Source: an optimization exercise on an open RTL-to-GDS flow (aim: small area and a short achievable clock period). Production flows keep margins and buffers that such runs may drop.
Function was not checked in any run shown here: the RTL went through the layout flow alone.
Power is estimated from default activity; no workload was simulated.

==> design/flow/run.sh <==
#!/bin/bash
# synth_recipe.tcl (not shown) runs the flow's synth.tcl, then flattens the netlist and writes it again
# the make line also repeats each setting of config.mk as NAME=value (left out here)
make -C /OpenROAD-flow-scripts/flow DESIGN_CONFIG=/design/flow/config.mk WORK_HOME=/design/flow/orfs CLKGATE_MAP_FILE= SYNTH_SCRIPT=/design/flow/synth_recipe.tcl finish
==> design/flow/config.mk <==
export PLATFORM = sky130hd
export DESIGN_NAME = matriscarpici
export DESIGN_NICKNAME = matriscarpici
export VERILOG_FILES = /design/flow/design.v
export SDC_FILE = /design/flow/constraint.sdc
export NUM_CORES = 4
export LEC_CHECK = 0
export CAP_MARGIN = 20
export CORE_MARGIN = 2
export CORE_UTILIZATION = 40
export SETUP_SLACK_MARGIN = 5
export SLEW_MARGIN = 20
==> design/flow/constraint.sdc <==
create_clock -name core_clock -period 9.5 [get_ports {clk}]
set_input_delay 1.9000 -clock core_clock [delete_from_list [all_inputs] [get_ports {clk}]]
set_output_delay 1.9000 -clock core_clock [all_outputs]
set_load 0.01 [all_outputs]
==> design/flow/design.v <==
`timescale 1ns / 1ps
module matriscarpici #(parameter M=8)(
    input clk,
    input rst,
    input [M-1:0] matris_veri,
    input matris_gecerli,
    output reg [2*M+1:0] carpim_veri,
    output reg carpim_gecerli
    );
    reg [4:0] n;           
    reg [1:0] k;           
    reg [M-1:0] d_r;       
    reg [3:0] i_r;         
    reg t_r;               
    reg [M+3:0] p0l, p0h, p1l, p1h;  
    reg pv;                
    reg pf;                
    reg [M-1:0] s [0:7];   
    reg [2*M+1:0] f0, g0, f1, g1;  
    wire take = matris_gecerli && !n[4];
    wire shift_a = t_r && (!i_r[3] || i_r[0]);
    wire [2*M+1:0] sum0 = (pf ? {(2*M+2){1'b0}} : f0) + p0l + {p0h, 4'd0};
    wire [2*M+1:0] sum1 = (pf ? {(2*M+2){1'b0}} : f1) + p1l + {p1h, 4'd0};
    wire [2*M+1:0] g0_d = pv ? sum0 : g0;
    integer j;
    always @(posedge clk) begin
        d_r <= matris_veri;
        i_r <= n[3:0];
        t_r <= take && !rst;
        if (shift_a) begin
            for (j = 0; j < 7; j = j + 1)
                s[j] <= s[j+1];
            s[7] <= d_r;
        end
        p0l <= s[0] * d_r[3:0];
        p0h <= s[0] * d_r[7:4];
        p1l <= s[4] * d_r[3:0];
        p1h <= s[4] * d_r[7:4];
        pv <= t_r && i_r[3];
        pf <= (i_r[2:1] == 2'd0);
        if (pv) begin
            f0 <= g0;
            f1 <= g1;
            g1 <= sum1;
        end
        g0 <= g0_d;
        if (rst) begin
            n <= 0;
            k <= 0;
            carpim_veri <= 0;
            carpim_gecerli <= 0;
        end else if (n[4]) begin
            k <= k + 1;
            if (k == 2'd3)
                n <= 0;
            carpim_gecerli <= 1;
            carpim_veri <= k[1] ? (k[0] ? g1 : f1) : g0_d;
        end else begin
            if (take)
                n <= n + 1;
            carpim_veri <= 0;
            carpim_gecerli <= 0;
        end
    end
endmodule
==> key figures, run 1 <==
Route
  – Routed length per instance: around 15 um
  – Number of optimization iterations in the first detailed-route pass: 5
  – Antenna violation net count after detailed routing: 0
  – Via count of the routed design: approximately 7.3k
  – Initial detailed-routing violation count: just under 400
  – Final wirelength: 22980 um
  – Ratio of routed vias to standard cells: 4.818
  – Final routed DRC violation total: 0

Cells and area
  – Antenna Diode Count: 0
  – Leading cell type in the layout, fill and taps excluded: edfxtp_1
  – Highest-count cells in the layout ignoring fill and taps: 118 x edfxtp_1, 114 x ha_1, 106 x dfxtp_1
  – Total area of sequential cells: 5689 um2
  – Count of filler cells inserted in the layout: ~2.9k
  – Layout Cells excl Fill: between 1.5k and 2k
  – Post-layout utilization of the core: 45.59%
  – Layout overhead on the synthesized area: 12.48%
  – Layout cell share with drive strength beyond 1: roughly 6.5%
  – Nets@finish: approximately 1.3k
  – Area of combinational cells with multiple inputs: 6201 um2

Placement
  – Detailed Place HPWL: approximately 17000 um
  – Cells after DPL: 1475
  – Gp weighted congestion: ~0.83
  – Count of input and output buffers: 29

Setup path
  – Register-to-Register Path Depth: 12
  – Setup slack, reg-to-reg: approximately 5.7 ns
  – Crit path buffers/inverters: 1
  – Crit path max-delay family: adder cells
  – Crit path capture type: flip-flop
  – Critical-path maximum fanout: 17
  – Slowest cell on crit path: dfxtp_1
  – Worst flop-to-flop path endpoint: p0h[11]$_DFF_P_
  – Required time of the critical path: ~10 ns
  – Largest stage delay on the critical path: ~0.67 ns
  – Start-to-end type of the worst setup path: flip-flop to flip-flop
  – Worst path cell trace: nand2_1 > fa_1 > inv_1 > fa_1 > ha_1 > a21o_1 > a21oi_1 > o21ai_0 > or4_1 > a31o_2 > a21oi_1 > xnor2_1
  – Data arrival at the endpoint of the critical path: between 4 and 5 ns
  – Type of origin of the critical path: flip-flop
  – Launch instance of the worst register-to-register path: d_r[6]$_DFF_P_

Global routing
  – Most crowded layer after global routing: met2
  – Global-route track usage on met1: a little under 20%
  – Pin count of the biggest net entering global routing: 75
  – Initial antenna violation count: 0
  – Met3 global-route usage: roughly 2.1%
  – GRT met2 Usage: 23.54%
  – Overflow left after global routing: 0
  – Total Routing Usage GR: roughly 14%
  – Number of global-route vias before repair: roughly 7.3k
  – Wire length of the first global-routing pass: about 37000 um

Logic synthesis
  – Number of nets produced by synthesis: between 1k and 1.5k
  – Number of different library cells in the post-synthesis netlist: between 50 and 60
  – Number of synthesized register bits: 225
  – Post-synth ARST share: 0%
  – Number of synthesized flops with an enable pin: 118
  – Post-synthesis cell area: around 12000 um2
  – Most used flip-flop cell after synthesis: edfxtp_1
  – Synthesized area divided by synthesized cell count: between 10 and 15 um2
  – Post-synthesis instance total: between 1k and 1.5k
  – Yosys warnings: 2
  – Post-synthesis sequential area ratio: 45.85%

Floorplanning
  – Number of primary I/O pins: 30
  – Area of the die: roughly 32000 um2
  – Die Width: approximately 180 um
  – Core region area: slightly above 30000 um2
  – Placement Rows: 64
  – Initial Util: a little over 40%
  – Height of the die: about 180 um

Run status
  – Status: finished clean

Clock network
  – Number of gates given a new drive strength after cts: 0
  – Total CTS buffers: 26
  – Setup Fix Bufs, Post-CTS: 0
  – TritonCTS clock tree: built
  – Clock root buffer: clkbuf_16
  – Bufs on Longest Clock Path: 3
  – Clk Latency, worst-skew pair: around 0.54 ns
  – Number of buffers inserted for hold repair after clock tree synthesis: 0
  – Clock transition time at the flip-flop clock pins of the worst setup and hold paths: 0.06 ns
  – Total number of H-tree levels: 1
  – Clock sink total: ~230

STA
  – Minimum clock period after layout: 3.795 ns
  – Post-route clock period utilization: 39.94%
  – Maximum clock skew at final layout: about 0.021 ns
  – Worst slew margin relative to its limit: around 39%
  – Unrepaired setup endpoints after global routing: no
  – Total count of hold-check failures in the final report: 0
  – Maximum clock frequency: ~260 MHz
  – Final-layout setup total negative slack: 0 ns
  – Worst Max-Slew Pin Slew: around 0.9 ns
  – Final setup violation count: 0
  – Pins over their slew limit: 0

Power
  – Leakage Power: a little under 6 nW
  – Peak supply drop: around 0.00014 V
  – Power per unit of standard cell area: roughly 220 nW/um2

Worst hold path
  – Class of the tightest hold or removal check: flip-flop to flip-flop
  – Worst hold path endpoint: pf$_DFF_P_
  – Hold Path Cell Cnt: 1
  – Worst Min Path Start: i_r[1]$_DFF_P_

Job
  – Count of max-cap constraint violations: 0
==> flip-flops by register name, summed over array words and instances (netlist names) <==
register / cells
s: 64
p0l: 12
p1h: 12
p1l: 12
carpim_veri: 18
g0: 18
pf: 1
t_r: 1
n: 5
i_r: 4
f1: 18
carpim_gecerli: 1
g1: 18
p0h: 12
k: 2
d_r: 8
f0: 18
pv: 1
==> stage by stage <==
| step | total power, W | area (um2) | hold WS [ns] | setup slack [ns] |
|---|---|---|---|---|
| 2_1_floorplan | 0.001892 | 12400 | 0.3627 | 5.623 |
| 6_report | 0.003040 | 13950 | 0.3752 | 5.705 |
| 3_5_place_dp | 0.002105 | 13090 | 0.3735 | 5.696 |
| 3_3_place_gp | 0.002097 | 13090 | 0.3735 | 5.779 |
| 5_1_grt | 0.003243 | 13950 | 0.3929 | 5.350 |
| 4_1_cts | 0.003087 | 13950 | 0.3802 | 5.663 |
==> synthesized netlist by cell type (5+ instances only) <==
cell      number  area (um2)
mux2_2        13       146.4
nand3_1        5       25.02
xnor2_1       46       402.9
o21ai_0       26       130.1
nor2b_1       44       275.3
a211oi_1      16       120.1
nor3_1        10       50.05
edfxtp_1     118        3543
mux2i_1       19       190.2
nand2_1       58       217.7
a21o_1        19       142.6
ha_1         114        1426
nand2b_1      10       62.56
nor2_1        45       168.9
and2_1       101       631.9
clkbuf_1      17       63.81
xor2_1        16       140.1
o21a_1         6       45.04
or3_1          5       31.28
dfxtp_1      107        2142
a21oi_1       49       245.2
fa_1          66        1321
inv_1        100       375.4
==> layout make-up <==
type / count / share of cell area [%]
clock buffers: 34 / 5.248
clock inverters: 14 / 0.9061
multi-input cells: 720 / 44.46
flip-flops and latches: 225 / 40.79
inverters: 100 / 2.691
repair buffers: 34 / 2.350
well taps: 396 / 3.553
==> power by group <==
part           total (W)  internal (W)  switching (W)
clock network   0.000969      0.000574       0.000395
registers        0.00121       0.00115      0.0000629
logic           0.000863      0.000387       0.000476
==> worst reg2reg max path, cell delays in order, from the launching register on <==
cell,delay (ns)
dfxtp_1,0.67
nand2_1,0.15
fa_1,0.53
inv_1,0.06
fa_1,0.50
ha_1,0.31
a21o_1,0.17
a21oi_1,0.21
o21ai_0,0.14
or4_1,0.43
a31o_2,0.25
a21oi_1,0.16
xnor2_1,0.13
==> layer usage <==
layer / share of wire (%) / wire length, um
met5: 0 / 0
met4: 2.4 / 553
met3: 2.9 / 661
met2: 48 / 11020
met1: 47 / 10750
==> worst max-delay path by stage <==
stage                        start           endpoint  slack, ns  cells past startpoint
floorplan              t_r$_DFF_P_  s[0][0]$_DFFE_PP_       5.62                      1
global placement    d_r[7]$_DFF_P_    p0h[11]$_DFF_P_       5.78                     12
detailed placement  d_r[6]$_DFF_P_    p0h[11]$_DFF_P_       5.70                     12
CTS                 d_r[7]$_DFF_P_    p0h[11]$_DFF_P_       5.66                     12
global route        d_r[6]$_DFF_P_    p0h[11]$_DFF_P_       5.35                     12
finish              d_r[6]$_DFF_P_    p0h[11]$_DFF_P_       5.71                     12
==> kinds of logic after synthesis <==
kind of cell	after synthesis	synth area share, %
and+or+nand+nor	297	12.85
DFF	225	45.85
adders and majority gates	180	22.16
AOI/OAI and AO/OA	149	7.820
buffers and inverters	126	4.228
xor gates and xnor gates	62	4.379
muxes	32	2.714
==> run 2, diff against run 1 <==
==> design/flow/flow/run.sh (new file) <==
#!/bin/bash
# Standard layout, unchanged; logs kept in this folder.
bash standard.sh > standard.log 2>&1
==> design/flow/standard.sh (new file) <==
#!/bin/bash
# synth_recipe.tcl (not shown) runs the flow's synth.tcl, then flattens the netlist and writes it again
# the make line also repeats each setting of config.mk as NAME=value (left out here)
make -C /OpenROAD-flow-scripts/flow DESIGN_CONFIG=/design/flow/config.mk WORK_HOME=/design/flow/orfs CLKGATE_MAP_FILE= SYNTH_SCRIPT=/design/flow/synth_recipe.tcl "${@:-finish}"
removed: design/flow/run.sh
==> run 2 against run 1 <==
Count of clock-buffer cells in the layout did not move. Total power did not move. Routed wire length did not move. Clock power barely moved. Sequential share of layout area did not move. Critical path type unchanged. Highest routed layer unchanged.
==> key figures, run 2 <==
Logic synthesis
  – Number of synthesized register bits: 225
  – Post-synth ARST share: 0%
  – Post-synthesis instance total: 1071
  – Synthesized area divided by synthesized cell count: about 12 um2
  – Yosys warnings: 2
  – Post-synthesis sequential area ratio: 45.85%
  – Number of different library cells in the post-synthesis netlist: between 50 and 60
  – Most used flip-flop cell after synthesis: edfxtp_1
  – Number of nets produced by synthesis: roughly 1.3k
  – Area share of the largest cell type after synthesis: roughly 29%
  – Cell type with the highest aggregate area in the netlist: edfxtp_1
  – Number of synthesized flops with an enable pin: approximately 120
  – Most area-consuming cells after synthesis: edfxtp_1 29%, dfxtp_1 17%, ha_1 12%
  – Post-synthesis cell area: 12400 um2
  – Top-count cell post-synth: edfxtp_1
  – Synth top cells by count: 118 x edfxtp_1, 114 x ha_1, 107 x dfxtp_1

Clock network
  – Clock sink total: around 230
  – Clock transition time at the flip-flop clock pins of the worst setup and hold paths: 0.06 ns
  – Number of gates given a new drive strength after cts: 0
  – Setup Fix Bufs, Post-CTS: 0
  – Clock root buffer: clkbuf_16
  – TritonCTS clock tree: built
  – Total number of H-tree levels: 1
  – Bufs on Longest Clock Path: 3
  – Clk Latency, worst-skew pair: approximately 0.54 ns
  – Number of buffers inserted for hold repair after clock tree synthesis: 0
  – Total CTS buffers: 26

Route
  – Via count of the routed design: ~7.3k
  – Number of optimization iterations in the first detailed-route pass: 5
  – Routed length per instance: between 15 and 20 um
  – Antenna violation net count after detailed routing: 0
  – Initial detailed-routing violation count: slightly below 400
  – Final wirelength: about 23000 um
  – Final routed DRC violation total: 0
  – Ratio of routed vias to standard cells: 4.818

Power
  – Switching fraction of total power: 30.71%
  – Combinational Power Share: around 28%
  – Net Switching: roughly 0.00093 W
  – Power per unit of standard cell area: between 200 and 250 nW/um2
  – Internal: around 0.0021 W
  – Fraction of power consumed by the clock network: around a third
  – Leakage Power: between 5 and 6 nW
  – Peak supply drop: ~0.00014 V
  – Total power after layout: around 0.0030 W
  – Proportion of power drawn by flip-flops and latches: roughly 40%

Cells and area
  – Layout overhead on the synthesized area: 12.48%
  – Max reg flops: 64
  – Biggest register: s
  – Leading cell type in the layout, fill and taps excluded: edfxtp_1
  – Highest-count cells in the layout ignoring fill and taps: 118 x edfxtp_1, 114 x ha_1, 106 x dfxtp_1
  – Nets@finish: between 1k and 1.5k
  – Layout Cells excl Fill: about 1.5k
  – Antenna Diode Count: 0
  – Layout cell share with drive strength beyond 1: 6.477%

STA
  – Unrepaired setup endpoints after global routing: no
  – Maximum clock frequency: 263.5 MHz
  – Total count of hold-check failures in the final report: 0
  – Minimum clock period after layout: 3.795 ns
  – Final critical-path setup slack: approximately 5.7 ns
  – Pins over their slew limit: 0
  – Worst slew margin relative to its limit: between 30% and 40%
  – Final setup violation count: 0
  – Final-layout setup total negative slack: 0 ns
  – Post-route clock period utilization: 39.94%
  – Worst Max-Slew Pin Slew: 0.9185 ns
  – Maximum clock skew at final layout: around 0.021 ns

Setup path
  – Type of origin of the critical path: flip-flop
  – Crit path capture type: flip-flop
  – Start-to-end type of the worst setup path: flip-flop to flip-flop
  – Required time of the critical path: 9.95 ns
  – Data arrival at the endpoint of the critical path: approximately 4.3 ns
  – Slowest cell on crit path: dfxtp_1
  – Crit path buffers/inverters: 1
  – Total stage count of the critical path: 12
  – Register-to-Register Path Depth: 12
  – Worst path cell trace: nand2_1 > fa_1 > inv_1 > fa_1 > ha_1 > a21o_1 > a21oi_1 > o21ai_0 > or4_1 > a31o_2 > a21oi_1 > xnor2_1
  – Crit path max-delay family: adder cells
  – Critical-path maximum fanout: 17
  – Largest stage delay on the critical path: about 0.67 ns

Floorplanning
  – Die Width: 180.1 um
  – Core region area: just over 30000 um2
  – Height of the die: about 180 um
  – Initial Util: between 40% and 50%
  – Area of the die: about 32000 um2
  – Number of primary I/O pins: 30
  – Placement Rows: 64

Placement
  – Count of input and output buffers: 29
  – Detailed Place HPWL: roughly 17000 um
  – Cells after DPL: around 1.5k
  – Minimum setup slack after placement: 5.696 ns
  – Gp weighted congestion: around 0.83

Global routing
  – Wire length of the first global-routing pass: approximately 37000 um
  – Total Routing Usage GR: 14.15%
  – Number of global-route vias before repair: approximately 7.3k
  – Initial antenna violation count: 0
  – Overflow left after global routing: 0
  – Pin count of the biggest net entering global routing: between 70 and 80

Run status
  – Status: finished clean

Worst hold path
  – Class of the tightest hold or removal check: flip-flop to flip-flop
  – Hold Path Cell Cnt: 1

Job
  – Count of max-cap constraint violations: 0
[run 2: area by class of cell]
cell class | count | area [um2]
repair buffers | 34 | 327.8
well taps | 396 | 495.5
multi-input cells | 720 | 6201
flip-flops and latches | 225 | 5689
fillers | 2857 | 16640
inverters | 100 | 375.4
clock inverters | 14 | 126.4
clock buffers | 34 | 732.0
[run 2: final timing paths]
kind,slack [ns],end,from
setup reg to reg,5.71,p0h[11]$_DFF_P_,d_r[6]$_DFF_P_
hold reg to reg,0.38,pf$_DFF_P_,i_r[1]$_DFF_P_
setup / recovery,5.71,p0h[11]$_DFF_P_,d_r[6]$_DFF_P_
hold / removal,0.38,pf$_DFF_P_,i_r[1]$_DFF_P_
[run 2: logic make-up (layout without fill, tap and decap cells)]
logic type	after synthesis	count (layout)	share of synthesized area, %
buffers and inverters	126	182	4.228
XOR/XNOR	62	62	4.379
multiplexers	32	32	2.714
flip-flops	225	225	45.85
AO/OA/AOI/OAI	149	149	7.820
adder cells (fa/ha/maj)	180	180	22.16
AND/OR/NAND/NOR	297	297	12.85
[run 2: worst reg2reg max path, delay by kind of cell (launching register included)]
family	cells	cell delay, ns
AOI/OAI and AO/OA	5	0.93
DFF	1	0.67
xor gates and xnor gates	1	0.13
buffers and inverters	1	0.06
adders and majority gates	3	1.34
and+or+nand+nor	2	0.58
[run 2: through the flow]
| stage | utilization (%) | hold WS (ns) | area (um2) |
|---|---|---|---|
| after floorplan | - | 0.3627 | 12400 |
| after global placement | 42.79 | 0.3735 | 13090 |
| after detailed placement | 42.79 | 0.3735 | 13090 |
| after CTS | 45.59 | 0.3802 | 13950 |
| after global routing | 45.59 | 0.3929 | 13950 |
| final | 45.59 | 0.3752 | 13950 |
[run 2: routing by layer]
layer | global-route usage (%) | routed length [um] | vias to the layer above
li1 | - | - | 3710
met1 | 19.26 | 10750 | 3510
met2 | 23.54 | 11020 | 87
met3 | 2.082 | 661 | 31
met4 | 4.129 | 553 | 0
met5 | 0 | 0 | -
[run 2: power groups by stage]
stage	registers (W)	logic [W]	clock network (W)
6_report	0.00121	0.000863	0.000969
5_1_grt	0.00122	0.000984	0.00104
4_1_cts	0.00121	0.000878	0.000996
3_5_place_dp	0.00123	0.000871	0
3_3_place_gp	0.00123	0.000866	0
2_1_floorplan	0.00121	0.000687	0
==> run 3, diff against run 2 <==
==> design/flow/flow/run.sh (replaced) <==
#!/bin/bash
# Standard layout with extra ORFS make settings from flow/make_args.txt
# (repair-timing margin and similar); the full make output goes to standard.log.
args=$(cat flow/make_args.txt)
bash standard.sh $args finish > standard.log 2>&1
==> design/flow/flow/make_args.txt (new file) <==
SETUP_SLACK_MARGIN=6.0
==> run 3 against run 2 <==
Critical path depth is 1 higher. Via count is 2.8% higher. Critical path type unchanged. Worst setup slack better by 0.32 ns. First-iteration DRC count is 3.1% lower. Routed wire length is 4.8% higher. Sequential power hardly changed. Maximum frequency is 9.2% higher. Utilization is 1.4 points higher. Total power is 1.7% higher. Clock power is 0.4% higher. Combinational power is 5.6% higher. Cell count is 1.8% higher.
==> key figures, run 3 <==
Logic synthesis
  – Post-synth ARST share: 0%
  – Most area-consuming cells after synthesis: edfxtp_1 29%, dfxtp_1 17%, ha_1 12%
  – Area share of the largest cell type after synthesis: 28.58%
  – Synthesized area divided by synthesized cell count: around 12 um2
  – Cell type with the highest aggregate area in the netlist: edfxtp_1
  – Number of nets produced by synthesis: roughly 1.3k
  – Post-synthesis cell area: 12400 um2
  – Top-count cell post-synth: edfxtp_1
  – Synth top cells by count: 118 x edfxtp_1, 114 x ha_1, 107 x dfxtp_1
  – Yosys warnings: 2
  – Post-synthesis instance total: 1071
  – Post-synthesis sequential area ratio: a little under half
  – Most used flip-flop cell after synthesis: edfxtp_1
  – Number of different library cells in the post-synthesis netlist: 54
  – Number of synthesized register bits: 225
  – Number of synthesized flops with an enable pin: between 100 and 150

STA
  – Worst slew margin relative to its limit: between 30 and 40%
  – Maximum clock skew at final layout: about 0.026 ns
  – Post-route clock period utilization: roughly 37%
  – Pins over their slew limit: 0
  – Final critical-path setup slack: 6.025 ns
  – Maximum clock frequency: about 290 MHz
  – Worst Max-Slew Pin Slew: roughly 0.93 ns
  – Unrepaired setup endpoints after global routing: yes
  – Worst-case hold slack: roughly 0.38 ns
  – Final-layout setup total negative slack: 0 ns
  – Total count of hold-check failures in the final report: 0
  – Minimum clock period after layout: roughly 3.5 ns
  – Final setup violation count: 0

Placement
  – Minimum setup slack after placement: roughly 5.7 ns
  – Detailed Place HPWL: about 17000 um
  – Gp weighted congestion: around 0.83
  – Count of input and output buffers: 29

Global routing
  – Wire length of the first global-routing pass: ~38000 um
  – Overflow left after global routing: 0
  – Initial antenna violation count: 0
  – Number of global-route vias before repair: around 7.4k
  – Pin count of the biggest net entering global routing: between 60 and 70
  – Total Routing Usage GR: approximately 15%

Job
  – Count of max-cap constraint violations: 0

Floorplanning
  – Core region area: 30590 um2
  – Height of the die: 180.1 um
  – Number of primary I/O pins: 30
  – Placement Rows: 64
  – Initial Util: around two fifths
  – Die Width: approximately 180 um
  – Area of the die: about 32000 um2

Cells and area
  – Biggest register: s
  – Antenna Diode Count: 0
  – Total area of sequential cells: roughly 5700 um2
  – Post-layout utilization of the core: 46.98%
  – Highest-count cells in the layout ignoring fill and taps: 118 x edfxtp_1, 109 x ha_1, 100 x dfxtp_1
  – Layout overhead on the synthesized area: 15.90%
  – Nets@finish: 1327
  – Leading cell type in the layout, fill and taps excluded: edfxtp_1
  – Count of filler cells inserted in the layout: roughly 2.8k
  – Area of combinational cells with multiple inputs: about 6400 um2
  – Layout cell share with drive strength beyond 1: a little under an eighth
  – Max reg flops: 64

Power
  – Power per unit of standard cell area: 215.0 nW/um2
  – Leakage Power: roughly 6.1 nW
  – Peak supply drop: between 0.0001 and 0.00015 V

Setup path
  – Required time of the critical path: between 9 and 10 ns
  – Type of origin of the critical path: flip-flop
  – Critical-path maximum fanout: 6
  – Start-to-end type of the worst setup path: flip-flop to flip-flop
  – Crit path capture type: flip-flop
  – Data arrival at the endpoint of the critical path: approximately 3.9 ns

Route
  – Via count of the routed design: roughly 7.5k
  – Initial detailed-routing violation count: 378
  – Antenna violation net count after detailed routing: 0
  – Routed length per instance: about 16 um
  – Final routed DRC violation total: 0
  – Number of optimization iterations in the first detailed-route pass: 4
  – Final wirelength: 24090 um
  – Ratio of routed vias to standard cells: roughly 4.9

Clock network
  – Bufs on Longest Clock Path: 3
  – TritonCTS clock tree: built
  – Total number of H-tree levels: 1
  – Clk Latency, worst-skew pair: roughly 0.54 ns
  – Clock transition time at the flip-flop clock pins of the worst setup and hold paths: 0.06 ns
  – Clock sink total: around 230
  – Total CTS buffers: 25
  – Number of buffers inserted for hold repair after clock tree synthesis: 0
  – Clock root buffer: clkbuf_16

Run status
  – Status: finished clean

Worst hold path
  – Class of the tightest hold or removal check: flip-flop to flip-flop
run 3: cell types whose count changed in the layout (fill, tap and decap cells not counted), sizes merged:
cell,change
clkinv,-6
clkinvlp,+2
buf,+30
clkbuf,-1
inv,+1
bufinv,+2
run 3: layer usage:
layer	global-route usage [%]	wire, um
met3	1.940	784
met1	19.97	11000
met4	3.548	503
met2	24.72	11800
met5	0	0
run 3: logic make-up (layout without fill, tap and decap cells):
family	Yosys count	after routing	synth area share, %
xor+xnor	62	62	4.379
simple gates	297	297	12.85
fa+ha+maj	180	180	22.16
buf+inv	126	210	4.228
mux	32	32	2.714
compound gates	149	149	7.820
flops	225	225	45.85
run 3: per-stage QoR:
stage	cell area (um2)	total power (W)	instances
floorplan	12410	0.001892	1071
global placement	13090	0.002096	1475
detailed placement	13090	0.002104	1475
CTS	14110	0.003109	1538
global route	14370	0.003291	1551
finish	14370	0.003090	1551
run 3: path summary, 6_finish.rpt:
check                                  startpoint              end  slack (ns)  cells after the start
worst max-delay path            s[4][2]$_DFFE_PP_  p1l[11]$_DFF_P_        6.03                     13
worst min-delay path               i_r[1]$_DFF_P_       pf$_DFF_P_        0.38                      1
worst max register to register  s[4][2]$_DFFE_PP_  p1l[11]$_DFF_P_        6.03                     13
worst min register to register     i_r[1]$_DFF_P_       pf$_DFF_P_        0.38                      1
run 3: final cells by class:
type                    instances  share of cell area, %
repair buffers                 64                  4.066
clock buffers                  33                  4.701
flip-flops and latches        225                  39.73
clock inverters                13                  1.106
multi-input cells             720                  44.34
well taps                     396                  3.448
inverters                     100                  2.612
run 3: worst max-delay path, stage by stage, from the launching register on:
cell and delay (ns):
edfxtp_1 0.54, buf_6 0.16, nand2_4 0.04, fa_1 0.48, inv_1 0.05, fa_1 0.47
ha_1 0.30, a21o_1 0.17, a21oi_2 0.17, o21ai_2 0.09, or4_4 0.48, a41o_1 0.21
a21oi_2 0.13, xnor2_1 0.12
run 3: timing repair:
action / CTS / global route
setup buffers: 17 / 13
pin swaps: 3 / 25
endpoints found under the setup margin: 11 / 11
cloned: 0 / 0
resized for setup: 18 / 42
run 3: power by group:
group / leakage (nW) / switching [W] / internal [W]
clock network: 0.405 / 0.000388 / 0.000585
registers: 1.98 / 0.0000608 / 0.00115
logic: 3.72 / 0.000498 / 0.000413
total: 6.10 / 0.000947 / 0.00214
==> run 4, diff against run 3 <==
==> design/flow/flow/make_args.txt (replaced) <==
SETUP_SLACK_MARGIN=6.5
==> run 4 against run 3 <==
Still clean on timing, DRC and antenna. Clock skew is 0.0085 ns lower. Combinational power is 31% higher. Synthesized cell count stayed put. First-iteration DRC count is 21% lower. Routed wire length is 4.8% higher. Final area is 7.1% higher. Sequential share of layout area is 2.6 points lower. Sequential cell count stayed put. Die area stayed put. Global-route usage is 0.65 points higher. Critical path depth stayed put.
==> key figures, run 4 <==
Run status
  – Status: finished clean

Setup path
  – Data arrival at the endpoint of the critical path: 3.83 ns
  – Critical-path maximum fanout: 6
  – Crit path capture type: flip-flop
  – Start-to-end type of the worst setup path: flip-flop to flip-flop
  – Setup slack, reg-to-reg: 6.14 ns
  – Type of origin of the critical path: flip-flop
  – Required time of the critical path: about 10 ns

Logic synthesis
  – Post-synth ARST share: 0%
  – Number of nets produced by synthesis: 1262
  – Top-count cell post-synth: edfxtp_1
  – Area share of the largest cell type after synthesis: between 20 and 30%
  – Post-synthesis sequential area ratio: between 40% and 50%
  – Synth top cells by count: 118 x edfxtp_1, 114 x ha_1, 107 x dfxtp_1
  – Number of different library cells in the post-synthesis netlist: 54
  – Most area-consuming cells after synthesis: edfxtp_1 29%, dfxtp_1 17%, ha_1 12%
  – Post-synthesis cell area: around 12000 um2
  – Post-synthesis instance total: approximately 1.1k
  – Most used flip-flop cell after synthesis: edfxtp_1
  – Yosys warnings: 2
  – Cell type with the highest aggregate area in the netlist: edfxtp_1
  – Number of synthesized register bits: about 230
  – Synthesized area divided by synthesized cell count: around 12 um2
  – Number of synthesized flops with an enable pin: 118

Power
  – Leakage Power: around 6.6 nW
  – Power per unit of standard cell area: 218.1 nW/um2
  – Peak supply drop: 0.0001660 V

Clock network
  – TritonCTS clock tree: built
  – Total number of H-tree levels: 1
  – Bufs on Longest Clock Path: 3
  – Total CTS buffers: 26
  – Clk Latency, worst-skew pair: around 0.54 ns
  – Clock sink total: between 200 and 250
  – Clock transition time at the flip-flop clock pins of the worst setup and hold paths: ~0.060 ns
  – Clock root buffer: clkbuf_16

Global routing
  – Number of global-route vias before repair: 7844
  – Initial antenna violation count: 0
  – Overflow left after global routing: 0
  – Total Routing Usage GR: around 15%
  – Wire length of the first global-routing pass: slightly above 40000 um
  – Pin count of the biggest net entering global routing: 65

STA
  – Pins over their slew limit: 0
  – Final setup violation count: 0
  – Minimum clock period after layout: roughly 3.4 ns
  – Maximum clock frequency: ~300 MHz
  – Total count of hold-check failures in the final report: 0
  – Maximum clock skew at final layout: 0.01758 ns
  – Worst Max-Slew Pin Slew: ~0.83 ns
  – Final-layout setup total negative slack: 0 ns
  – Worst slew margin relative to its limit: between 40% and 50%
  – Unrepaired setup endpoints after global routing: yes
  – Post-route clock period utilization: ~35%

Cells and area
  – Highest-count cells in the layout ignoring fill and taps: 118 x edfxtp_1, 99 x dfxtp_1, 91 x and2_1, 91 x inv_1, 88 x ha_1
  – Leading cell type in the layout, fill and taps excluded: edfxtp_1
  – Max reg flops: 64
  – Antenna Diode Count: 0
  – Layout overhead on the synthesized area: 24.15%
  – Biggest register: s
  – Nets@finish: 1378
  – Layout cell share with drive strength beyond 1: a little over a quarter
  – Post-layout utilization of the core: about 50%

Placement
  – Detailed Place HPWL: between 15000 and 20000 um
  – Count of input and output buffers: 29
  – Gp weighted congestion: between 0.7 and 0.8

Worst hold path
  – Class of the tightest hold or removal check: flip-flop to flip-flop

Floorplanning
  – Core region area: between 30000 and 40000 um2
  – Placement Rows: between 60 and 70
  – Initial Util: 40.54%
  – Die Width: 180.1 um
  – Area of the die: 32420 um2
  – Height of the die: around 180 um
  – Number of primary I/O pins: 30

Route
  – Final routed DRC violation total: 0
  – Via count of the routed design: between 7k and 8k
  – Routed length per instance: roughly 16 um
  – Ratio of routed vias to standard cells: between 4 and 5
  – Final wirelength: around 25000 um
  – Antenna violation net count after detailed routing: 0
  – Initial detailed-routing violation count: 298
  – Number of optimization iterations in the first detailed-route pass: 4

Job
  – Count of max-cap constraint violations: 0
## run 4: cells by family (layout without fill, tap and decap cells)
logic type	after synthesis	count (layout)	share of synthesized area (%)
muxes	32	32	2.714
AOI/OAI and AO/OA	149	149	7.820
and+or+nand+nor	297	297	12.85
buffers and inverters	126	262	4.228
xor gates and xnor gates	62	62	4.379
adders and majority gates	180	180	22.16
DFF	225	225	45.85
## run 4: path summary, 6_finish.rpt
kind | from | cells after the start | end
max reg2reg | s[4][1]$_DFFE_PP_ | 13 | p1l[11]$_DFF_P_
max | s[4][1]$_DFFE_PP_ | 13 | p1l[11]$_DFF_P_
min | i_r[1]$_DFF_P_ | 1 | pf$_DFF_P_
min reg2reg | i_r[1]$_DFF_P_ | 1 | pf$_DFF_P_
## run 4: final cells by class
cell class | instances | area, um2
Fill cell | 2738 | 15200
Timing Repair Buffer | 114 | 937.1
Inverter | 100 | 375.4
Sequential cell | 225 | 5713
Multi-Input combinational cell | 720 | 7034
Tap cell | 396 | 495.5
Clock inverter | 12 | 108.9
Clock buffer | 36 | 729.5
## run 4: metrics by stage
step / cell area [um2] / setup WS (ns) / hold slack [ns] / instances / power [W]
5_1_grt: 15390 / 5.997 / 0.3899 / 1603 / 0.003564
6_report: 15390 / 6.135 / 0.3691 / 1603 / 0.003357
2_1_floorplan: 12600 / 6.267 / 0.3553 / 1071 / 0.001913
3_5_place_dp: 13230 / 5.893 / 0.3653 / 1475 / 0.002114
3_3_place_gp: 13230 / 5.922 / 0.3578 / 1475 / 0.002104
4_1_cts: 14930 / 6.163 / 0.3716 / 1578 / 0.003249
## run 4: critical path: stages, from the launching register on
cell and delay (ns):
edfxtp_1 0.39, buf_6 0.15, nand2_1 0.07, fa_1 0.51
inv_1 0.05, fa_1 0.48, ha_1 0.34, a21o_1 0.19
a21oi_4 0.15, o21ai_2 0.09, or4_4 0.42, a41o_1 0.22
a21oi_2 0.13, xnor2_1 0.11
## run 4: where the power goes
group          internal (W)  leakage [nW]  switching [W]
logic              0.000590          4.19       0.000598
clock network      0.000568         0.404       0.000396
registers           0.00115          1.98      0.0000595
total               0.00230          6.57        0.00105
## run 4: repair_timing
| item | 4_1_cts | 5_1_grt |
|---|---|---|
| setup buffers | 54 | 25 |
| resized for setup | 166 | 87 |
| pin swaps | 51 | 71 |
| setup endpoints to repair | 61 | 54 |
| gates cloned | 1 | 0 |
| hold buffers | 0 | 0 |
## run 4: routing by layer
metal | part of all wire (%) | wire length (um) | track usage (%) | vias up
li1 | - | - | - | 3866
met1 | 45 | 11330 | 20.20 | 3842
met2 | 49 | 12410 | 26.04 | 105
met3 | 3.4 | 850 | 2.102 | 40
met4 | 2.6 | 656 | 4.710 | 0
met5 | 0 | 0 | 0 | -
==> run 5, diff against run 4 <==
--- a/design/flow/config.mk
+++ b/design/flow/config.mk
@@ -5,6 +5,7 @@
 export SDC_FILE = /design/flow/constraint.sdc
 export NUM_CORES = 4
 export LEC_CHECK = 0
+export ABC_CLOCK_PERIOD_IN_PS = 2500
 export CAP_MARGIN = 20
 export CORE_MARGIN = 2
 export CORE_UTILIZATION = 40
==> run 5 against run 4 <==
Clock skew unchanged. Critical path type unchanged. Sequential cell count unchanged. Still clean on timing, DRC and antenna. Highest routed layer unchanged. Die area unchanged. Register-to-register slack about the same. Total power unchanged.
==> key figures, run 5 <==
Logic synthesis
  – Top-count cell post-synth: edfxtp_1
  – Synthesized area divided by synthesized cell count: 11.58 um2
  – Number of nets produced by synthesis: 1262
  – Yosys warnings: 2
  – Number of synthesized flops with an enable pin: ~120
  – Post-synthesis cell area: around 12000 um2
  – Most used flip-flop cell after synthesis: edfxtp_1
  – Area share of the largest cell type after synthesis: between 20% and 30%
  – Number of synthesized register bits: ~230
  – Number of different library cells in the post-synthesis netlist: 54
  – Cell type with the highest aggregate area in the netlist: edfxtp_1
  – Post-synth ARST share: 0%
  – Synth top cells by count: 118 x edfxtp_1, 114 x ha_1, 107 x dfxtp_1
  – Post-synthesis instance total: around 1.1k
  – Most area-consuming cells after synthesis: edfxtp_1 29%, dfxtp_1 17%, ha_1 12%
  – Post-synthesis sequential area ratio: a little under half

Global routing
  – Number of global-route vias before repair: 7844
  – Overflow left after global routing: 0
  – Pin count of the biggest net entering global routing: 65
  – Initial antenna violation count: 0
  – Wire length of the first global-routing pass: about 40000 um
  – Total Routing Usage GR: ~15%

Clock network
  – Clk Latency, worst-skew pair: ~0.54 ns
  – Number of buffers inserted for hold repair after clock tree synthesis: 0
  – Bufs on Longest Clock Path: 3
  – Clock transition time at the flip-flop clock pins of the worst setup and hold paths: roughly 0.06 ns
  – Total CTS buffers: 26
  – TritonCTS clock tree: built
  – Clock sink total: 225
  – Total number of H-tree levels: 1
  – Clock root buffer: clkbuf_16

Floorplanning
  – Core region area: between 30000 and 40000 um2
  – Initial Util: roughly two fifths
  – Number of primary I/O pins: 30
  – Area of the die: 32420 um2
  – Height of the die: about 180 um
  – Die Width: between 150 and 200 um
  – Placement Rows: 64

Setup path
  – Data arrival at the endpoint of the critical path: 3.83 ns
  – Critical-path maximum fanout: 6
  – Start-to-end type of the worst setup path: flip-flop to flip-flop
  – Crit path capture type: flip-flop
  – Type of origin of the critical path: flip-flop
  – Required time of the critical path: between 9 and 10 ns

STA
  – Worst slew margin relative to its limit: approximately 44%
  – Minimum clock period after layout: roughly 3.4 ns
  – Maximum clock skew at final layout: between 0.015 and 0.02 ns
  – Final setup violation count: 0
  – Worst-case hold slack: approximately 0.37 ns
  – Unrepaired setup endpoints after global routing: yes
  – Maximum clock frequency: slightly below 300 MHz
  – Pins over their slew limit: 0
  – Post-route clock period utilization: a little over a third
  – Total count of hold-check failures in the final report: 0
  – Final-layout setup total negative slack: 0 ns
  – Worst Max-Slew Pin Slew: ~0.83 ns

Job
  – Count of max-cap constraint violations: 0

Cells and area
  – Layout overhead on the synthesized area: 24.15%
  – Max reg flops: between 60 and 70
  – Post-layout utilization of the core: about 50%
  – Layout cell share with drive strength beyond 1: 26.26%
  – Nets@finish: between 1k and 1.5k
  – Antenna Diode Count: 0
  – Count of filler cells inserted in the layout: 2738
  – Leading cell type in the layout, fill and taps excluded: edfxtp_1
  – Highest-count cells in the layout ignoring fill and taps: 118 x edfxtp_1, 99 x dfxtp_1, 91 x and2_1, 91 x inv_1, 88 x ha_1
  – Biggest register: s

Placement
  – Count of input and output buffers: 29
  – Gp weighted congestion: between 0.7 and 0.8
  – Detailed Place HPWL: 17020 um

Power
  – Power per unit of standard cell area: about 220 nW/um2
  – Leakage Power: between 6 and 7 nW
  – Total power after layout: between 0.003 and 0.004 W
  – Peak supply drop: 0.0001660 V

Route
  – Initial detailed-routing violation count: about 300
  – Antenna violation net count after detailed routing: 0
  – Final wirelength: 25250 um
  – Ratio of routed vias to standard cells: a little under 5
  – Number of optimization iterations in the first detailed-route pass: 4
  – Final routed DRC violation total: 0
  – Via count of the routed design: ~7.9k
  – Routed length per instance: 15.75 um

Run status
  – Status: finished clean

Worst hold path
  – Class of the tightest hold or removal check: flip-flop to flip-flop
[run 5: cell counts after synthesis]
No cell type changed its count.
[run 5: area by class of cell]
type,count,area [um2],share of cell area [%]
inverters,100,375.4,2.438
flip-flops and latches,225,5713,37.11
multi-input cells,720,7034,45.70
repair buffers,114,937.1,6.088
well taps,396,495.5,3.219
clock buffers,36,729.5,4.739
clock inverters,12,108.9,0.7071
[run 5: kinds of logic after synthesis]
group | synth area share (%)
buf+inv | 4.228
flops | 45.85
mux | 2.714
xor+xnor | 4.379
simple gates | 12.85
compound gates | 7.820
fa+ha+maj | 22.16
[run 5: layer usage]
metal | share of wire [%] | vias up | global-route usage, %
li1 | - | 3866 | -
met5 | 0 | - | 0
met1 | 45 | 3842 | 20.20
met2 | 49 | 105 | 26.04
met3 | 3.4 | 40 | 2.102
met4 | 2.6 | 0 | 4.710
[run 5: power by group]
part / leakage (nW) / internal, W / switching, W
registers: 1.98 / 0.00115 / 0.0000595
clock network: 0.404 / 0.000568 / 0.000396
logic: 4.19 / 0.000590 / 0.000598
[run 5: critical path, cell delays in order, from the launching register on]
cell	delay [ns]
edfxtp_1	0.39
buf_6	0.15
nand2_1	0.07
fa_1	0.51
inv_1	0.05
fa_1	0.48
ha_1	0.34
a21o_1	0.19
a21oi_4	0.15
o21ai_2	0.09
or4_4	0.42
a41o_1	0.22
a21oi_2	0.13
xnor2_1	0.11
[run 5: path summary, 6_finish.rpt]
check               startpoint         endpoint  slack, ns  cells past startpoint
min reg2reg     i_r[1]$_DFF_P_       pf$_DFF_P_       0.37                      1
min             i_r[1]$_DFF_P_       pf$_DFF_P_       0.37                      1
max          s[4][1]$_DFFE_PP_  p1l[11]$_DFF_P_       6.14                     13
max reg2reg  s[4][1]$_DFFE_PP_  p1l[11]$_DFF_P_       6.14                     13
[run 5: per-stage QoR]
stage	instance area (um2)	cells	worst slack (ns)
2_1_floorplan	12600	1071	6.267
3_3_place_gp	13230	1475	5.922
3_5_place_dp	13230	1475	5.893
4_1_cts	14930	1578	6.163
5_1_grt	15390	1603	5.997
6_report	15390	1603	6.135
[run 5: repair_timing]
item,CTS,global route
pin swaps,51,71
gates cloned,1,0
resized for setup,166,87
buffers inserted,54,25
endpoints found under the setup margin,61,54
==> run 6, diff against run 5 <==
==> design/flow/flow/make_args.txt (replaced) <==
SETUP_SLACK_MARGIN=6.0
==> run 6 against run 5 <==
Clock skew up 0.0085 ns. Critical path type unchanged. Count of clock-buffer cells in the layout down 3. First-iteration DRC count up 27%. Highest routed layer unchanged. Critical path depth stayed put. Non-clock buffer count down 50. Utilization decreased by 3.3 points. Critical endpoint unchanged. Final area fell by 6.6%. Largest cell class unchanged.
==> key figures, run 6 <==
Power
  – Leakage Power: between 6 and 7 nW
  – Fraction of power consumed by the clock network: 31.5%
  – Switching fraction of total power: between 30 and 40%
  – Peak supply drop: ~0.00011 V
  – Net Switching: about 0.00095 W
  – Proportion of power drawn by flip-flops and latches: between 30% and 40%
  – Power per unit of standard cell area: between 200 and 250 nW/um2
  – Combinational Power Share: between 20% and 30%
  – Internal: 0.002144 W

Logic synthesis
  – Number of synthesized flops with an enable pin: between 100 and 150
  – Area share of the largest cell type after synthesis: about 29%
  – Synthesized area divided by synthesized cell count: 11.58 um2
  – Post-synth ARST share: 0%
  – Top-count cell post-synth: edfxtp_1
  – Cell type with the highest aggregate area in the netlist: edfxtp_1
  – Synth top cells by count: 118 x edfxtp_1, 114 x ha_1, 107 x dfxtp_1
  – Most area-consuming cells after synthesis: edfxtp_1 29%, dfxtp_1 17%, ha_1 12%
  – Number of synthesized register bits: 225
  – Post-synthesis cell area: 12400 um2
  – Yosys warnings: 2
  – Most used flip-flop cell after synthesis: edfxtp_1
  – Number of different library cells in the post-synthesis netlist: 54
  – Post-synthesis sequential area ratio: roughly 46%
  – Number of nets produced by synthesis: approximately 1.3k
  – Post-synthesis instance total: around 1.1k

Global routing
  – Total Routing Usage GR: 14.61%
  – Wire length of the first global-routing pass: roughly 38000 um
  – Overflow left after global routing: 0
  – Initial antenna violation count: 0
  – Pin count of the biggest net entering global routing: between 60 and 70
  – Number of global-route vias before repair: around 7.4k

STA
  – Final setup violation count: 0
  – Final-layout setup total negative slack: 0 ns
  – Worst Max-Slew Pin Slew: approximately 0.93 ns
  – Maximum clock skew at final layout: around 0.026 ns
  – Total count of hold-check failures in the final report: 0
  – Minimum clock period after layout: roughly 3.5 ns
  – Maximum clock frequency: about 290 MHz
  – Worst slew margin relative to its limit: between 30% and 40%
  – Pins over their slew limit: 0
  – Post-route clock period utilization: a little over a third
  – Unrepaired setup endpoints after global routing: yes

Worst hold path
  – Worst hold path endpoint: pf$_DFF_P_
  – Worst Min Path Start: i_r[1]$_DFF_P_
  – Hold Path Cell Cnt: 1
  – Class of the tightest hold or removal check: flip-flop to flip-flop

Run status
  – Status: finished clean

Setup path
  – Crit path capture type: flip-flop
  – Setup slack, reg-to-reg: 6.03 ns
  – Data arrival at the endpoint of the critical path: 3.92 ns
  – Worst path cell trace: buf_6 > nand2_4 > fa_1 > inv_1 > fa_1 > ha_1 > a21o_1 > a21oi_2 > o21ai_2 > or4_4 > a41o_1 > a21oi_2 > xnor2_1
  – Critical-path maximum fanout: 6
  – Largest stage delay on the critical path: 0.54 ns
  – Launch instance of the worst register-to-register path: s[4][2]$_DFFE_PP_
  – Start-to-end type of the worst setup path: flip-flop to flip-flop
  – Register-to-Register Path Depth: 13
  – Type of origin of the critical path: flip-flop
  – Worst flop-to-flop path endpoint: p1l[11]$_DFF_P_
  – Slowest cell on crit path: edfxtp_1
  – Required time of the critical path: around 10 ns

Placement
  – Placed Instance Area: ~13000 um2
  – Count of input and output buffers: 29
  – Detailed Place HPWL: 17250 um
  – Gp weighted congestion: 0.8322

Route
  – Ratio of routed vias to standard cells: around 4.9
  – Number of optimization iterations in the first detailed-route pass: 4
  – Via count of the routed design: roughly 7.5k
  – Final wirelength: ~24000 um
  – Antenna violation net count after detailed routing: 0
  – Routed length per instance: between 15 and 20 um
  – Initial detailed-routing violation count: about 380
  – Final routed DRC violation total: 0

Cells and area
  – Final Instance Area: 14370 um2
  – Nets@finish: roughly 1.3k
  – Leading cell type in the layout, fill and taps excluded: edfxtp_1
  – Max reg flops: between 60 and 70
  – Post-layout utilization of the core: 46.98%
  – Biggest register: s
  – Antenna Diode Count: 0
  – Count of filler cells inserted in the layout: approximately 2.8k
  – Highest-count cells in the layout ignoring fill and taps: 118 x edfxtp_1, 109 x ha_1, 100 x dfxtp_1
  – Layout overhead on the synthesized area: 15.90%
  – Layout cell share with drive strength beyond 1: roughly an eighth

Clock network
  – Total CTS buffers: 25
  – Clk Latency, worst-skew pair: 0.54 ns
  – Clock root buffer: clkbuf_16
  – Clock transition time at the flip-flop clock pins of the worst setup and hold paths: 0.06 ns
  – Bufs on Longest Clock Path: 3
  – Clock sink total: 225
  – TritonCTS clock tree: built
  – Number of buffers inserted for hold repair after clock tree synthesis: 0
  – Total number of H-tree levels: 1

Floorplanning
  – Number of primary I/O pins: 30
  – Core region area: a little over 30000 um2
  – Placement Rows: 64
  – Die Width: between 150 and 200 um
  – Height of the die: about 180 um
  – Initial Util: 40.54%
  – Area of the die: between 30000 and 40000 um2

Job
  – Count of max-cap constraint violations: 0
[run 6: cell counts after synthesis]
Identical to the previous run, type by type.
[run 6: routing by layer]
metal  global-route usage (%)  up-vias  wire (um)
met5                        0        -          0
met4                    3.548        0        503
met3                    1.940       38        784
met2                    24.72       93      11800
met1                    19.97     3639      11000
li1                         -     3773          -
[run 6: repair_timing]
item | 4_1_cts | 5_1_grt
endpoints found under the hold margin | 0 | 0
cloned | 0 | 0
setup buffers | 17 | 13
pin swaps | 3 | 25
endpoints found under the setup margin | 11 | 11
gates resized for setup | 18 | 42
[run 6: critical path: cells and delay by family (launching register included)]
kind,cells,cell delay [ns]
XOR/XNOR,1,0.12
flip-flops,1,0.54
buffers and inverters,2,0.21
AND/OR/NAND/NOR,2,0.52
AO/OA/AOI/OAI,5,0.77
adder cells (fa/ha/maj),3,1.25
[run 6: worst max-delay path by stage]
stage               depth (start not counted)               to              start  slack (ns)
floorplan                                  13  p0h[11]$_DFF_P_     d_r[6]$_DFF_P_        6.02
global placement                           12  p0h[11]$_DFF_P_     d_r[6]$_DFF_P_        5.77
detailed placement                         12  p0h[11]$_DFF_P_     d_r[7]$_DFF_P_        5.71
CTS                                        12  p0h[11]$_DFF_P_     d_r[7]$_DFF_P_        5.88
global route                               12  p0h[11]$_DFF_P_  s[0][2]$_DFFE_PP_        5.86
finish                                     13  p1l[11]$_DFF_P_  s[4][2]$_DFFE_PP_        6.03
[run 6: power by group through the flow]
stage	Combinational, W	Sequential [W]	Clock [W]
floorplan	0.000687	0.00120	0
global placement	0.000865	0.00123	0
detailed placement	0.000870	0.00123	0
CTS	0.000895	0.00121	0.00100
global route	0.00103	0.00122	0.00104
finish	0.000911	0.00121	0.000973
[run 6: through the flow]
step | cells | power, W | setup WS [ns] | hold WS (ns)
after floorplan | 1071 | 0.001892 | 6.018 | 0.3627
after global placement | 1475 | 0.002096 | 5.773 | 0.3663
after detailed placement | 1475 | 0.002104 | 5.706 | 0.3762
after CTS | 1538 | 0.003109 | 5.881 | 0.3844
after global routing | 1551 | 0.003291 | 5.863 | 0.3875
final | 1551 | 0.003090 | 6.025 | 0.3786
[run 6: cells by family (layout without fill, tap and decap cells)]
group,after synthesis,count (layout),share of synthesized area [%]
AOI/OAI and AO/OA,149,149,7.820
xor gates and xnor gates,62,62,4.379
adders and majority gates,180,180,22.16
buffers and inverters,126,210,4.228
DFF,225,225,45.85
muxes,32,32,2.714
and+or+nand+nor,297,297,12.85
[run 6: area by class of cell]
type | count | area (um2) | share of cell area [%]
multi-input combinational | 720 | 6372 | 44.34
tap | 396 | 495.5 | 3.448
clock inverter | 13 | 158.9 | 1.106
sequential | 225 | 5709 | 39.73
inverter | 100 | 375.4 | 2.612
clock buffer | 33 | 675.6 | 4.701
timing repair buffer | 64 | 584.3 | 4.066

[what the ideal ports hide]
The results above use ideal ports. As a check the final layouts listed here were re-extracted and re-timed, cells and wires unchanged.
Step 1 assumes that a clkbuf_16 drives the clock port and a buf_2 every other input.
Step 2 adds t to the input delays and takes it off the output delays; t is the mean of the earliest and latest rising clock arrival at the registers after step 1. Input paths then give back, and output paths get back, about the clock's delay inside the block.
Slacks: ideal / step 1 / step 2; pairs: ideal / step 1.
| run | shift t [ns] | setup slack, ns | worst data-port slew with drivers (ns) | pins driven straight from the clock port |
|---|---|---|---|---|
| run 1 | 0.576 | 5.705 / 5.705 / 5.705 | 0.03 | 1 |
| run 2 | 0.576 | 5.705 / 5.705 / 5.705 | 0.03 | 1 |
| run 3 | 0.572 | 6.025 / 6.025 / 5.878 | 0.03 | 1 |
| run 4 | 0.575 | 6.135 / 6.135 / 6.064 | 0.03 | 1 |
| run 5 | 0.575 | 6.135 / 6.135 / 6.064 | 0.03 | 1 |
| run 6 | 0.572 | 6.025 / 6.025 / 5.878 | 0.03 | 1 |
After both steps every run listed still meets setup and hold.
